This design comes from an exercise in tuning for small area, a short achievable clock period and few clock cycles per item on the open sky130 flow, not from production work. At most, simulation tests tie the RTL to the original design; equivalence was not proved. Power figures rest on the tool's default switching activity, not on a simulated workload.

## Out_of_Order_divider
module Out_of_Order_divider (clk, rst, start, memory_write_complete, dd_addr, dd_data, qr_we, qr_addr, qr_data);
input clk, rst, start;
output memory_write_complete;
output [4:0] dd_addr;
input [15:0] dd_data;
output qr_we;
output [4:0] qr_addr;
output [15:0] qr_data;
reg [5:0] cnt;
wire last = cnt[5] && (cnt[1:0] == 2'd3);
always @(posedge clk, posedge rst)
begin
  if (rst)
    cnt <= 6'd0;
  else if (last)
    cnt <= 6'd0;
  else if (start || cnt != 6'd0)
    cnt <= cnt + 6'd1;
end
wire [5:0] wcnt = cnt - 6'd4;
assign dd_addr = cnt[4:0];
assign qr_we = (cnt >= 6'd4);
assign qr_addr = wcnt[4:0];
assign memory_write_complete = last;
single_divider divider (.Clk(clk), .a_in(dd_data[15:8]), .d_in(dd_data[7:0]), .q_out(qr_data[15:8]), .r_out(qr_data[7:0]));
endmodule
Size: about 410 cells after synthesis, roughly 85 flip-flops, ~47 I/O pins.
clock: 6.0 ns
lec_check: 0
abc_area: 1
cap_margin: 20
core_margin: 2
core_utilization: 40
place_density: 0.6
setup_slack_margin: 2.8
slew_margin: 20
standard.sh (not shown) runs the stock make flow with config.mk's settings and CLKGATE_MAP_FILE= SYNTH_SCRIPT=/design/flow/synth_recipe.tcl, a recipe that flattens the netlist after the stock synthesis.
==> flow/flow/run.sh <==
#!/bin/bash
set -euo pipefail
bash standard.sh BUFFER_PORTS_ARGS="-buffer_cell sky130_fd_sc_hd__buf_1" ADDER_MAP_FILE= CTS_ARGS="-sink_clustering_enable -repair_clock_nets -dont_use_dummy_load" finish > standard.log 2>&1
Testbench counts at the start, summed over its fixed seeds: cycles 6,912, jobs 192.
Edit:
==> flow/flow/run.sh (replaced) <==
#!/bin/bash
# The standard layout, with every input and output port buffered by a
# sky130_fd_sc_hd__buf_1 instead of the resizer's default choice.
set -euo pipefail
bash standard.sh BUFFER_PORTS_ARGS="-buffer_cell sky130_fd_sc_hd__buf_1" ADDER_MAP_FILE= finish > standard.log 2>&1
ABC_AREA = default   (was 1)
CORE_UTILIZATION = 55   (was 40)
PLACE_DENSITY = 0.75   (was 0.6)
SETUP_SLACK_MARGIN = default   (was 2.8)
Core utilization rises by 17 points.
Setup slack gets worse by 0.43 ns.
Sequential cell count is unchanged.
Power rose by 10%.
Routed wire length grows by 7.2%.
Hold slack gains 0.021 ns.
Critical path depth is lower by 3.
Final area went up by 6.1%.
Count of clock-buffer cells in the layout does not change.
Combinational power came out higher by about 3%.
Non-clock buffer count is unchanged.
Edit:
==> flow/flow/run.sh (replaced) <==
#!/bin/bash
# Layout flow: the standard layout (standard.sh: ORFS from synthesis to
# finish) with two changes to how the layout is made:
#  - synthesis leaves the adders to ABC (ADDER_MAP_FILE empty, so no full- or
#    half-adder cells are extracted) and ABC restructures the divider's borrow
#    chains for delay; the registers come out exactly as in the standard run;
#  - every input and output port is buffered by a sky130_fd_sc_hd__buf_1;
#  - clock tree synthesis inserts no dummy loads (-dont_use_dummy_load).
# The tools' full output goes to standard.log; ORFS keeps its per-step logs
# under orfs/logs.
set -euo pipefail
bash standard.sh BUFFER_PORTS_ARGS="-buffer_cell sky130_fd_sc_hd__buf_1" ADDER_MAP_FILE= \
  CTS_ARGS="-sink_clustering_enable -repair_clock_nets -dont_use_dummy_load" finish > standard.log 2>&1
ABC_AREA = 1   (was default)
CORE_UTILIZATION = 40   (was 55)
PLACE_DENSITY = 0.6   (was 0.75)
SETUP_SLACK_MARGIN = 2.8   (was default)
After rerunning: The new run ran to the end with no violations; global-route usage goes down by 3.7 points; clock skew goes up by 0.019 ns; total power goes down by 9.4%; non-clock buffer count stays the same; synthesized area goes down by 6.3%; combinational power goes down by about 3%; via count goes down by 2.2%; routed wire length goes down by 6.7%.
Edit:
==> flow/flow/run.sh (replaced) <==
#!/bin/bash
# The standard layout, with every input and output port buffered by a
# sky130_fd_sc_hd__buf_1 instead of the resizer's default choice.
set -euo pipefail
bash standard.sh BUFFER_PORTS_ARGS="-buffer_cell sky130_fd_sc_hd__buf_1" ADDER_MAP_FILE= finish > standard.log 2>&1
ABC_AREA = default   (was 1)
CORE_UTILIZATION = 55   (was 40)
PLACE_DENSITY = 0.75   (was 0.6)
SETUP_SLACK_MARGIN = 2.5   (was 2.8)
- The changed run finished clean
- die area shrinks by about 21%
- total power grows by about 11%
- hold slack improves by 0.021 ns
- clock-buffer cell count does not change
- maximum frequency shrinks by 11%
Edit:
==> flow/flow/run.sh (replaced) <==
#!/bin/bash
set -euo pipefail
bash standard.sh BUFFER_PORTS_ARGS="-buffer_cell sky130_fd_sc_hd__buf_1" ADDER_MAP_FILE= CTS_ARGS="-sink_clustering_enable -repair_clock_nets -dont_use_dummy_load" finish > standard.log 2>&1
CORE_UTILIZATION = 40   (was 55)
PLACE_DENSITY = 0.6   (was 0.75)
=> Routed wire length came out lower by 3.3%; power came out lower by 8.4%; die area came out higher by 36%.
Edit:
==> flow/flow/run.sh (replaced) <==
#!/bin/bash
# Layout flow: the standard layout (standard.sh: ORFS from synthesis to
# finish) with two changes to how the layout is made:
#  - synthesis leaves the adders to ABC (ADDER_MAP_FILE empty, so no full- or
#    half-adder cells are extracted) and ABC restructures the divider's borrow
#    chains for delay; the registers come out exactly as in the standard run;
#  - every input and output port is buffered by a sky130_fd_sc_hd__buf_1.
# The tools' full output goes to standard.log; ORFS keeps its per-step logs
# under orfs/logs.
set -euo pipefail
bash standard.sh BUFFER_PORTS_ARGS="-buffer_cell sky130_fd_sc_hd__buf_1" ADDER_MAP_FILE= finish > standard.log 2>&1
SETUP_SLACK_MARGIN = default   (was 2.5)
Result: Die area is unchanged. Via count goes up slightly. Final cell count goes up slightly. Global-route usage stays flat. Total power goes up by a few percent. Clock skew goes down by 0.022 ns. Core utilization goes up by 0.55 points. Non-clock buffer count is unchanged. Register-to-register slack gets worse by 0.14 ns. Routed wire length is about the same.

========
Setup of v35:
Starting RTL as in the previous note.
==> flow/config.mk <==
export PLATFORM = sky130hd
export DESIGN_NAME = Out_of_Order_divider
export DESIGN_NICKNAME = Out_of_Order_divider
export VERILOG_FILES = /design/flow/design.v
export SDC_FILE = /design/flow/constraint.sdc
export NUM_CORES = 4
export LEC_CHECK = 0
export ABC_AREA = 1
export CAP_MARGIN = 20
export CORE_MARGIN = 2
export CORE_UTILIZATION = 40
export PLACE_DENSITY = 0.6
export SETUP_SLACK_MARGIN = 3.1
export SLEW_MARGIN = 20
==> flow/constraint.sdc <==
create_clock -name core_clock -period 6.0 [get_ports {clk}]
set_input_delay 1.2000 -clock core_clock [delete_from_list [all_inputs] [get_ports {clk}]]
set_output_delay 1.2000 -clock core_clock [all_outputs]
set_load 0.01 [all_outputs]
==> flow/flow/run.sh <==
#!/bin/bash
set -euo pipefail
bash standard.sh BUFFER_PORTS_ARGS="-buffer_cell sky130_fd_sc_hd__buf_1" ADDER_MAP_FILE= CTS_ARGS="-sink_clustering_enable -repair_clock_nets -dont_use_dummy_load" finish > standard.log 2>&1
v35 completed every stage of the flow, and the final layout passed the timing, DRC and antenna checks.
Testbench counts of v35, summed over its fixed seeds: cycles 6,912, jobs 192.
#### Input delta (v12 over v35)
Settings: a deleted SETUP_SLACK_MARGIN that had been 3.1.
==> comparison <==
Post-detailed-route wirelength per cell, v12 vs v35: down slightly
Register share of the cell area | v12 above v35
v12 vs v35 — met1 capacity usage during global routing rose 0.29 points.
Setup slack of the worst register-to-register path: v12 < v35
Sort v35 and v12 by proportion of power drawn by the clock network, descending, and v12 comes first.
v35 -> v12: via count decreased slightly
v12 has completed all stages; timing, DRC and antenna checks passed.
v35 | stages: all done | timing, DRC, antenna: all pass
> inputs changed (v12 -> v26)
Settings: SETUP_SLACK_MARGIN now 2.5, previously not set; ABC_AREA no longer set, was 1.
==> flow/flow/run.sh <==
#!/bin/bash
# The standard layout, with every input and output port buffered by a
# sky130_fd_sc_hd__buf_1 instead of the resizer's default choice.
set -euo pipefail
bash standard.sh BUFFER_PORTS_ARGS="-buffer_cell sky130_fd_sc_hd__buf_1" ADDER_MAP_FILE= finish > standard.log 2>&1
Notes after the runs:
- Diff v12 -> v26 | die span in x | up by a few percent
- Summary of v26 over v12: routed wire length saw an increase, final weighted congestion of routability-driven global placement went down.

========
Setup of exp/yarrow:
The RTL this note starts from:
==> flow/design.v <==
module single_divider (Clk, a_in, d_in, q_out, r_out);
input Clk;
input [7:0] a_in, d_in;
output [7:0] q_out, r_out;
wire [0:0] pr0 = a_in[7];
wire ge0 = (d_in[7:1] == 0) && (pr0 >= d_in[0:0]);
wire [0:0] nr0 = ge0 ? (pr0 - d_in[0:0]) : pr0;
wire [0:0] r1 = nr0;
wire [0:0] q1 = ge0;
wire [6:0] a1 = a_in[6:0];
wire [7:0] d1 = d_in;
wire [1:0] pr1 = {r1, a1[6]};
wire ge1 = (d1[7:2] == 0) && (pr1 >= d1[1:0]);
wire [1:0] nr1 = ge1 ? (pr1 - d1[1:0]) : pr1;
reg [1:0] r2;
always @(posedge Clk) r2 <= nr1;
reg [1:0] q2;
always @(posedge Clk) q2 <= {q1, ge1};
reg [5:0] a2;
always @(posedge Clk) a2 <= a1[5:0];
reg [7:0] d2;
always @(posedge Clk) d2 <= d1;
wire [2:0] pr2 = {r2, a2[5]};
wire ge2 = (d2[7:3] == 0) && (pr2 >= d2[2:0]);
wire [2:0] nr2 = ge2 ? (pr2 - d2[2:0]) : pr2;
wire [2:0] r3 = nr2;
wire [2:0] q3 = {q2, ge2};
wire [4:0] a3 = a2[4:0];
wire [7:0] d3 = d2;
wire [3:0] pr3 = {r3, a3[4]};
wire ge3 = (d3[7:4] == 0) && (pr3 >= d3[3:0]);
wire [3:0] nr3 = ge3 ? (pr3 - d3[3:0]) : pr3;
reg [3:0] r4;
always @(posedge Clk) r4 <= nr3;
reg [3:0] q4;
always @(posedge Clk) q4 <= {q3, ge3};
reg [3:0] a4;
always @(posedge Clk) a4 <= a3[3:0];
reg [7:0] d4;
always @(posedge Clk) d4 <= d3;
wire [4:0] pr4 = {r4, a4[3]};
wire ge4 = (d4[7:5] == 0) && (pr4 >= d4[4:0]);
wire [4:0] nr4 = ge4 ? (pr4 - d4[4:0]) : pr4;
wire [4:0] r5 = nr4;
wire [4:0] q5 = {q4, ge4};
wire [2:0] a5 = a4[2:0];
wire [7:0] d5 = d4;
wire [5:0] pr5 = {r5, a5[2]};
wire ge5 = (d5[7:6] == 0) && (pr5 >= d5[5:0]);
wire [5:0] nr5 = ge5 ? (pr5 - d5[5:0]) : pr5;
reg [5:0] r6;
always @(posedge Clk) r6 <= nr5;
reg [5:0] q6;
always @(posedge Clk) q6 <= {q5, ge5};
reg [1:0] a6;
always @(posedge Clk) a6 <= a5[1:0];
reg [7:0] d6;
always @(posedge Clk) d6 <= d5;
wire [6:0] pr6 = {r6, a6[1]};
wire ge6 = (d6[7:7] == 0) && (pr6 >= d6[6:0]);
wire [6:0] nr6 = ge6 ? (pr6 - d6[6:0]) : pr6;
wire [6:0] r7 = nr6;
wire [6:0] q7 = {q6, ge6};
wire [0:0] a7 = a6[0:0];
wire [7:0] d7 = d6;
wire [7:0] pr7 = {r7, a7[0]};
wire ge7 = 1'b1 && (pr7 >= d7[7:0]);
wire [7:0] nr7 = ge7 ? (pr7 - d7[7:0]) : pr7;
wire [7:0] r8 = nr7;
wire [7:0] q8 = {q7, ge7};
assign q_out = q8;
assign r_out = r8;
endmodule
`timescale 1 ns / 100 ps
module Out_of_Order_divider (clk, rst, start, memory_write_complete, dd_addr, dd_data, qr_we, qr_addr, qr_data);
input clk, rst, start;
output memory_write_complete;
output [4:0] dd_addr;
input [15:0] dd_data;
output qr_we;
output [4:0] qr_addr;
output [15:0] qr_data;
reg [4:0] rd_ptr, wr_ptr;
reg rd_run;
reg [2:0] valid;    
wire rd_active = start | rd_run;
always @(posedge clk, posedge rst)
begin
  if (rst) begin
    rd_ptr <= 5'd0;
    wr_ptr <= 5'd0;
    rd_run <= 1'b0;
    valid <= 0;
  end else begin
    valid <= {valid[1:0], rd_active};
    if (rd_active) begin
      rd_ptr <= rd_ptr + 5'd1;
      rd_run <= (rd_ptr != 5'd31);
    end
    if (qr_we)
      wr_ptr <= wr_ptr + 5'd1;
  end
end
assign dd_addr = rd_ptr;
assign qr_we = valid[2];
assign qr_addr = wr_ptr;
assign memory_write_complete = qr_we && (wr_ptr == 5'd31);
single_divider divider (.Clk(clk), .a_in(dd_data[15:8]), .d_in(dd_data[7:0]), .q_out(qr_data[15:8]), .r_out(qr_data[7:0]));
endmodule
==> flow/config.mk <==
export PLATFORM = sky130hd
export DESIGN_NAME = Out_of_Order_divider
export DESIGN_NICKNAME = Out_of_Order_divider
export VERILOG_FILES = /design/flow/design.v
export SDC_FILE = /design/flow/constraint.sdc
export NUM_CORES = 4
export LEC_CHECK = 0
export ABC_CLOCK_PERIOD_IN_PS = 3000
export CAP_MARGIN = 20
export CORE_MARGIN = 2
export CORE_UTILIZATION = 40
export PLACE_DENSITY = 0.6
export SETUP_SLACK_MARGIN = 2.5
export SLEW_MARGIN = 20
==> flow/constraint.sdc <==
create_clock -name core_clock -period 6.0 [get_ports {clk}]
set_input_delay 1.2000 -clock core_clock [delete_from_list [all_inputs] [get_ports {clk}]]
set_output_delay 1.2000 -clock core_clock [all_outputs]
set_load 0.01 [all_outputs]
run.sh (not shown) runs the stock make flow with config.mk's settings and CLKGATE_MAP_FILE= SYNTH_SCRIPT=/design/flow/synth_recipe.tcl, a recipe that flattens the netlist after the stock synthesis.
Stock flow here: none of the scripts above is used.
exp/yarrow | stages: all done | timing, DRC, antenna: all pass
Input-level comparison between exp/maple and exp/yarrow:
Settings: ABC_CLOCK_PERIOD_IN_PS no longer set, was 3000; SETUP_SLACK_MARGIN no longer set, was 2.5.
Notes after the runs:
- Total clock sinks came out exactly the same in exp/maple and exp/yarrow.
- Compare exp/maple and exp/yarrow | number of cells upsized or downsized after cts lower: exp/maple
- Actual transition at the worst max-transition pin, exp/maple and exp/yarrow: higher on exp/maple
- Final critical-path required period ends up higher on exp/maple.
- Taking exp/maple as 1.0, exp/yarrow lands at 1.20 on global-route wire length before repair.
- The higher static leakage of exp/maple and exp/yarrow is in exp/yarrow.
- In exp/maple, fraction of the cycle the final worst path needs is higher than in exp/yarrow.
- Taking exp/yarrow as the reference point, the global-route usage of exp/maple falls by 2.5 points.
- Lower met1 global-route usage among exp/maple and exp/yarrow: exp/maple
- Maximum fanout count along the critical path in exp/maple vs exp/yarrow: up 5
[inputs] exp/pepper vs exp/maple
Settings: an added SETUP_SLACK_MARGIN of 2.5.
[summary]
In the tables for exp/pepper and exp/maple, wire length reads lower with exp/maple.
Compared with exp/maple, in exp/pepper slack of the critical path grew by 1020 ps, post-detailed-route wirelength per cell shows an increase of 12%, relative contribution of combinational cells to total power rose 5.9 points, internal power went up by about 16%.
Relative to exp/maple, the minimum period implied by the final worst setup slack of exp/pepper is lower by 1020 ps.
No functional check of the RTL was part of any run of this note.

## what the ideal ports hide
No port has a modelled driver above. Below, the same layouts with a new extraction and two added sets of constraints.
Step 1, drivers: a clkbuf_16 drives clk and a buf_2 each remaining input, both assumed.
Step 2 adds t to the input delays and takes it off the output delays; t is the mean of the earliest and latest rising clock arrival at the registers after step 1. Input paths then give back, and output paths get back, about the clock's delay inside the block.
Slacks: ideal ports / drivers / drivers and shift; pairs: ideal ports / drivers.
run | t (ns) | slack for setup (ns) | worst setup path after step 2 | worst slew at a driven data input, ns
the first run of note 1 | 0.365 | 3.051 / 3.062 / 2.697 | input to register | 0.03
the second run of note 1 | 0.380 | 2.616 / 2.616 / 2.616 | register to register | 0.03
the third run of note 1 | 0.365 | 3.051 / 3.062 / 2.697 | input to register | 0.03
the fourth run of note 1 | 0.379 | 2.682 / 2.682 / 2.682 | register to register | 0.03
the fifth run of note 1 | 0.370 | 2.743 / 2.743 / 2.386 | input to register | 0.04
the sixth run of note 1 | 0.381 | 2.601 / 2.601 / 2.402 | input to register | 0.04
v35 | 0.365 | 3.089 / 3.081 / 2.715 | input to register | 0.05
v12 | 0.365 | 2.800 / 2.811 / 2.446 | input to register | 0.03
v26 | 0.388 | 2.741 / 2.741 / 2.402 | input to register | 0.04
exp/yarrow | 0.360 | 1.400 / 1.371 / 1.731 | register to output | 0.03
exp/maple | 0.370 | 0.377 / 0.351 / 0.721 | register to output | 0.04
exp/pepper | 0.360 | 1.400 / 1.371 / 1.731 | register to output | 0.03
After both steps every run listed still meets setup and hold. For v35, which loses most, drivers alone change the setup slack by -0.008 ns; drivers and shift together by -0.374 ns.
